What follows belongs to an exercise in optimizing a design on an open flow for small area, a short achievable clock period and few clock cycles per item; a production flow would make more cautious choices. RTL that was checked went through simulation tests only; none was proved equivalent to the original. The flow treats the clock pin as an ideal source. Dropping or thinning the clock tree relies on that and would not hold on a real chip. Power is estimated from default activity; no workload was simulated.

// apb_fifo
module apb_fifo (
    input  wire        clk,
    input  wire        rst,
    input  wire        psel,
    input  wire [3:0]  paddr,
    input  wire [31:0] pwdata,
    input  wire        penable,
    input  wire        pwrite,
    output wire [31:0] prdata,
    output wire        pready
);
For scale: ~580 flip-flops, ~74 I/O pins.
==> module apb_fifo, before the edit <==
module apb_fifo (
    input  wire        clk,
    input  wire        rst,
    input  wire        psel,
    input  wire [3:0]  paddr,
    input  wire [31:0] pwdata,
    input  wire        penable,
    input  wire        pwrite,
    output wire [31:0] prdata,
    output wire        pready
);
reg [31:0] mem [0:15];    
reg [15:0] vld;           
reg [3:0]  cnt;           
reg [15:0] wsel;          
reg        rdy;           
reg [31:0] rdq;           
wire setup = psel & ~penable;
wire full  = (cnt == 4'd15);
wire empty = (cnt == 4'd0);
always @(posedge clk or negedge rst) begin
    if (!rst) begin
        cnt <= 4'd0;
        vld <= 16'b0;
    end else begin
        if (rdy & penable)
            cnt <= pwrite ? cnt + 4'd1 : cnt - 4'd1;
        if (penable)
            vld <= vld | wsel;
    end
end
wire [15:0] rsel = vld & (16'b1 << paddr);
reg  [31:0] rword;
integer i;
always @(*) begin
    rword = 32'b0;
    for (i = 0; i < 16; i = i + 1)
        rword = rword | ({32{rsel[i]}} & mem[i]);
end
always @(posedge clk) begin
    rdy  <= setup & (pwrite ? ~full : ~empty);
    wsel <= (setup & pwrite & ~full) ? (16'b1 << paddr) : 16'b0;
    for (i = 0; i < 16; i = i + 1)
        if (wsel[i] & penable)
            mem[i] <= pwdata;
    rdq <= rword;
end
assign prdata = rdq;
assign pready = rdy;
endmodule
Settings: LEC_CHECK=0, CAP_MARGIN=20, CORE_MARGIN=2, CORE_UTILIZATION=55, SETUP_SLACK_MARGIN=3.0, SLEW_MARGIN=20, TNS_END_PERCENT=5; clock period 5.0 ns.
standard.sh (not shown) runs the stock make flow with config.mk's settings and CLKGATE_MAP_FILE= SYNTH_SCRIPT=/design/flow/synth_recipe.tcl, a recipe that flattens the netlist after the stock synthesis.
==> flow/flow/run.sh <==
#!/bin/bash
# Standard layout (bash standard.sh, all ORFS steps), with changes to clock
# tree synthesis and the timing repair that follows it:
#  - TritonCTS builds smaller sink clusters of clkbuf_8 and no dummy loads;
set -euo pipefail
here=$(pwd)
export CTS_ARGS="-sink_clustering_enable -repair_clock_nets -dont_use_dummy_load -sink_clustering_size 16 -sink_clustering_max_diameter 50 -buf_list sky130_fd_sc_hd__clkbuf_8"
# ORFS's own repair after CTS is skipped: post_cts.tcl repairs in steps instead.
export SKIP_CTS_REPAIR_TIMING=1
export FLOW_REPAIR_STEPS="${FLOW_REPAIR_STEPS:-2.5 2.6 2.7 2.8 2.9}"
export POST_CTS_TCL="$here/flow/post_cts.tcl"
bash standard.sh > "$here/standard.log" 2>&1
Other scripts of this flow, unchanged in this note and not shown: flow/flow/post_cts.tcl
Edit:
--- a/flow/design.v
+++ b/flow/design.v
@@ -11,23 +11,24 @@
 );
 reg [31:0] mem [0:15];    
 reg [15:0] vld;           
 reg [3:0]  cnt;           
-reg [15:0] wsel;          
+reg        wacc;          
+reg [3:0]  wa;            
 reg        rdy;           
 reg [31:0] rdq;           
 wire setup = psel & ~penable;
 wire full  = (cnt == 4'd15);
 wire empty = (cnt == 4'd0);
+wire [15:0] we = {16{wacc & penable}} & (16'b1 << wa);
 always @(posedge clk or negedge rst) begin
     if (!rst) begin
         cnt <= 4'd0;
         vld <= 16'b0;
     end else begin
         if (rdy & penable)
             cnt <= pwrite ? cnt + 4'd1 : cnt - 4'd1;
-        if (penable)
-            vld <= vld | wsel;
+        vld <= vld | we;
     end
 end
 wire [15:0] rsel = vld & (16'b1 << paddr);
 reg  [31:0] rword;
@@ -38,11 +39,12 @@
         rword = rword | ({32{rsel[i]}} & mem[i]);
 end
 always @(posedge clk) begin
     rdy  <= setup & (pwrite ? ~full : ~empty);
-    wsel <= (setup & pwrite & ~full) ? (16'b1 << paddr) : 16'b0;
+    wacc <= setup & pwrite & ~full;
+    wa   <= paddr;
     for (i = 0; i < 16; i = i + 1)
-        if (wsel[i] & penable)
+        if (we[i])
             mem[i] <= pwdata;
     rdq <= rword;
 end
 assign prdata = rdq;
What happened: Cell area is lower by 5.7%; synthesized area is lower by 5.5%; hold slack gets worse by 0.030 ns; total power is lower by 5.7%; setup slack gets better by 0.044 ns; via count is lower by 18%; routed wire length is lower by 11%; count of clock-buffer cells in the layout is lower by 1.
Function was not checked in any run of this note: the RTL went through the layout flow alone.

* * *

Setup of oak:
apb_fifo, a different RTL version from the one above (not shown whole).
For scale: about 1,100 cells after synthesis, roughly 74 I/O pins.
==> module apb_fifo, before the edit <==
module apb_fifo (
    input  wire        clk,
    input  wire        rst,
    input  wire        psel,
    input  wire [3:0]  paddr,
    input  wire [31:0] pwdata,
    input  wire        penable,
    input  wire        pwrite,
    output wire [31:0] prdata,
    output wire        pready
);
reg [31:0] mem [0:15];    
reg [15:0] vld;           
reg [15:0] wsel;          
reg [3:0]  cnt;           
reg        rdy;           
reg [31:0] rdq;           
wire setup = psel & ~penable;
wire full  = (cnt == 4'd15);
wire empty = (cnt == 4'd0);
always @(posedge clk or negedge rst) begin
    if (!rst) begin
        rdy  <= 1'b0;
        wsel <= 16'b0;
        cnt  <= 4'd0;
        vld  <= 16'b0;
    end else begin
        rdy  <= setup & (pwrite ? ~full : ~empty);
        wsel <= (setup & pwrite & ~full) ? (16'b1 << paddr) : 16'b0;
        if (rdy & penable)
            cnt <= pwrite ? cnt + 4'd1 : cnt - 4'd1;
        if (penable)
            vld <= vld | wsel;
    end
end
wire [15:0] rsel = vld & (16'b1 << paddr);
reg  [31:0] rword;
integer i;
always @(*) begin
    rword = 32'b0;
    for (i = 0; i < 16; i = i + 1)
        rword = rword | ({32{rsel[i]}} & mem[i]);
end
always @(posedge clk) begin
    for (i = 0; i < 16; i = i + 1)
        if (wsel[i] & penable)
            mem[i] <= pwdata;
    rdq <= rword;
end
assign prdata = rdq;
assign pready = rdy;
endmodule
clock: 5.0 ns
lec_check: 0
cap_margin: 20
core_margin: 2
core_utilization: 40
setup_slack_margin: 3.0
slew_margin: 20
tns_end_percent: 5
==> flow/flow/run.sh <==
#!/bin/bash
# Standard layout (bash standard.sh, all ORFS steps), with changes to clock
# tree synthesis and the timing repair that follows it:
#  - TritonCTS builds smaller sink clusters of clkbuf_8 and no dummy loads;
set -euo pipefail
here=$(pwd)
export CTS_ARGS="-sink_clustering_enable -repair_clock_nets -dont_use_dummy_load -sink_clustering_size 16 -sink_clustering_max_diameter 50 -buf_list sky130_fd_sc_hd__clkbuf_8"
export FLOW_REPAIR_STEPS="${FLOW_REPAIR_STEPS:-2.6 2.8 3.0 3.2}"
export POST_CTS_TCL="$here/flow/post_cts.tcl"
bash standard.sh > "$here/standard.log" 2>&1
==> flow/flow/post_cts.tcl <==
# Sourced by ORFS's cts.tcl after clock tree synthesis and its timing repair.

proc drop_clock_root {} {
  set block [ord::get_db_block]
  set clknet [$block findNet clk]
  set roots {}
  foreach it [$clknet getITerms] { lappend roots [$it getInst] }
  if {[llength $roots] != 1} { puts "drop_clock_root: [llength $roots] roots, left alone"; return }
  set root [lindex $roots 0]
  set rnet [[$root findITerm X] getNet]
  set sinks {}
  foreach it [$rnet getITerms] { if {[$it isInputSignal]} { lappend sinks $it } }
  if {[llength $sinks] > 4} { puts "drop_clock_root: root drives [llength $sinks] pins, left alone"; return }
  foreach it $sinks { $it disconnect; $it connect $clknet }
  odb::dbInst_destroy $root
  odb::dbNet_destroy $rnet
  puts "drop_clock_root: clk now drives [llength [$clknet getITerms]] pins"
}

# Port buffers that are delay cells become plain buffers.
proc plain_port_buffers {} {
  set buf [[ord::get_db] findMaster sky130_fd_sc_hd__buf_4]
  set n 0
  foreach inst [[ord::get_db_block] getInsts] {
    set m [[$inst getMaster] getName]
    if {[regexp {^(input|output)[0-9]+$} [$inst getName]] && [regexp {dly} $m]} {
      $inst swapMaster $buf
      incr n
    }
  }
  puts "plain_port_buffers: $n swapped"
}

drop_clock_root
set_dont_use {sky130_fd_sc_hd__dlygate* sky130_fd_sc_hd__clkdlybuf* sky130_fd_sc_hd__dlymetal*}
plain_port_buffers
detailed_placement
estimate_parasitics -placement
repair_design_helper
# Repair in steps of growing margin: one pass at the full margin gets stuck
# on paths that the smaller margins fix first.
foreach margin $::env(FLOW_REPAIR_STEPS) {
  repair_timing -setup_margin $margin -repair_tns 100 -verbose
}
detailed_placement
check_placement -verbose
estimate_parasitics -placement
report_clock_latency -clock [all_clocks]
report_worst_slack -max
Testbench counts of oak, summed over its fixed seeds: cycles 6,400, transfers 3,200.
### oak -> pine
==> flow/design.v <==
module apb_fifo (
    input  wire        clk,
    input  wire        rst,
    input  wire        psel,
    input  wire [3:0]  paddr,
    input  wire [31:0] pwdata,
    input  wire        penable,
    input  wire        pwrite,
    output wire [31:0] prdata,
    output wire        pready
);
reg [31:0] mem [0:15];    
reg [15:0] vld;           
reg [3:0]  cnt;           
reg        wacc;          
reg [3:0]  wa;            
reg        rdy;           
reg [31:0] rdq;           
wire setup = psel & ~penable;
wire full  = (cnt == 4'd15);
wire empty = (cnt == 4'd0);
wire [15:0] we = {16{wacc & penable}} & (16'b1 << wa);
always @(posedge clk or negedge rst) begin
    if (!rst) begin
        cnt <= 4'd0;
        vld <= 16'b0;
    end else begin
        if (rdy & penable)
            cnt <= pwrite ? cnt + 4'd1 : cnt - 4'd1;
        vld <= vld | we;
    end
end
reg [31:0] rq [0:3];
reg [3:0]  gsel;
reg [31:0] rword;
integer i;
always @(*) begin
    rword = 32'b0;
    for (i = 0; i < 4; i = i + 1) begin
        rq[i]   = mem[4*i + paddr[1:0]];
        gsel[i] = vld[4*i + paddr[1:0]] & (paddr[3:2] == i);
        rword   = rword | ({32{gsel[i]}} & rq[i]);
    end
end
always @(posedge clk) begin
    rdy  <= setup & (pwrite ? ~full : ~empty);
    wacc <= setup & pwrite & ~full;
    wa   <= paddr;
    for (i = 0; i < 16; i = i + 1)
        if (we[i])
            mem[i] <= pwdata;
    rdq <= rword;
end
assign prdata = rdq;
assign pready = rdy;
endmodule
[summary]
Comparing design area for oak and pine, the bigger number came from pine.
In terms of minimum setup slack in the final design, oak and pine differ only marginally.
Changes observed in pine relative to oak: wire length reported by the detailed router dropped about 18%, share of power burned in combinational logic climbed 2.7 points, total area of multi-input combinational cells climbed 11%, met2 track utilization from global routing dropped 7.0 points.
Timing, DRC, antenna: 0 failures across oak and pine
pine and oak ended up with roughly the same final clock period utilization by the worst path.
Compared with oak, in pine number of clock buffers in the layout went up by 4.3%, die area has increased, sequential fraction of total cell area saw a decrease, sequential power dropped about 2%.
For pine, only the layout was checked, not whether the RTL still works.

[what the ideal ports hide]
The results above use ideal ports. As a check the final layouts listed here were re-extracted and re-timed, cells and wires unchanged.
Step 1: set_driving_cell puts a clkbuf_16 on clk and a buf_2 on each other input, an assumption about the parent block.
Step 2 adds t to the input delays and takes it off the output delays; t is the mean of the earliest and latest rising clock arrival at the registers after step 1. Input paths then give back, and output paths get back, about the clock's delay inside the block.
Slacks: ideal ports / drivers / drivers and shift; pairs: ideal ports / drivers.
run	t (ns)	slack for setup (ns)	latest minus earliest clock arrival (ns)	worst slew at a driven data input, ns	pins driven straight from the clock port
the first run of note 1	0.526	2.814 / 2.869 / 2.369	0.039 / 0.039	0.09	4
the second run of note 1	0.509	2.858 / 2.885 / 2.390	0.051 / 0.052	0.08	4
oak	0.493	2.886 / 2.932 / 2.439	0.086 / 0.086	0.08	4
pine	0.504	2.887 / 2.715 / 2.211	0.073 / 0.073	0.26	4
After both steps every run listed still meets setup and hold. For pine, which loses most, drivers alone change the setup slack by -0.172 ns; drivers and shift together by -0.676 ns.
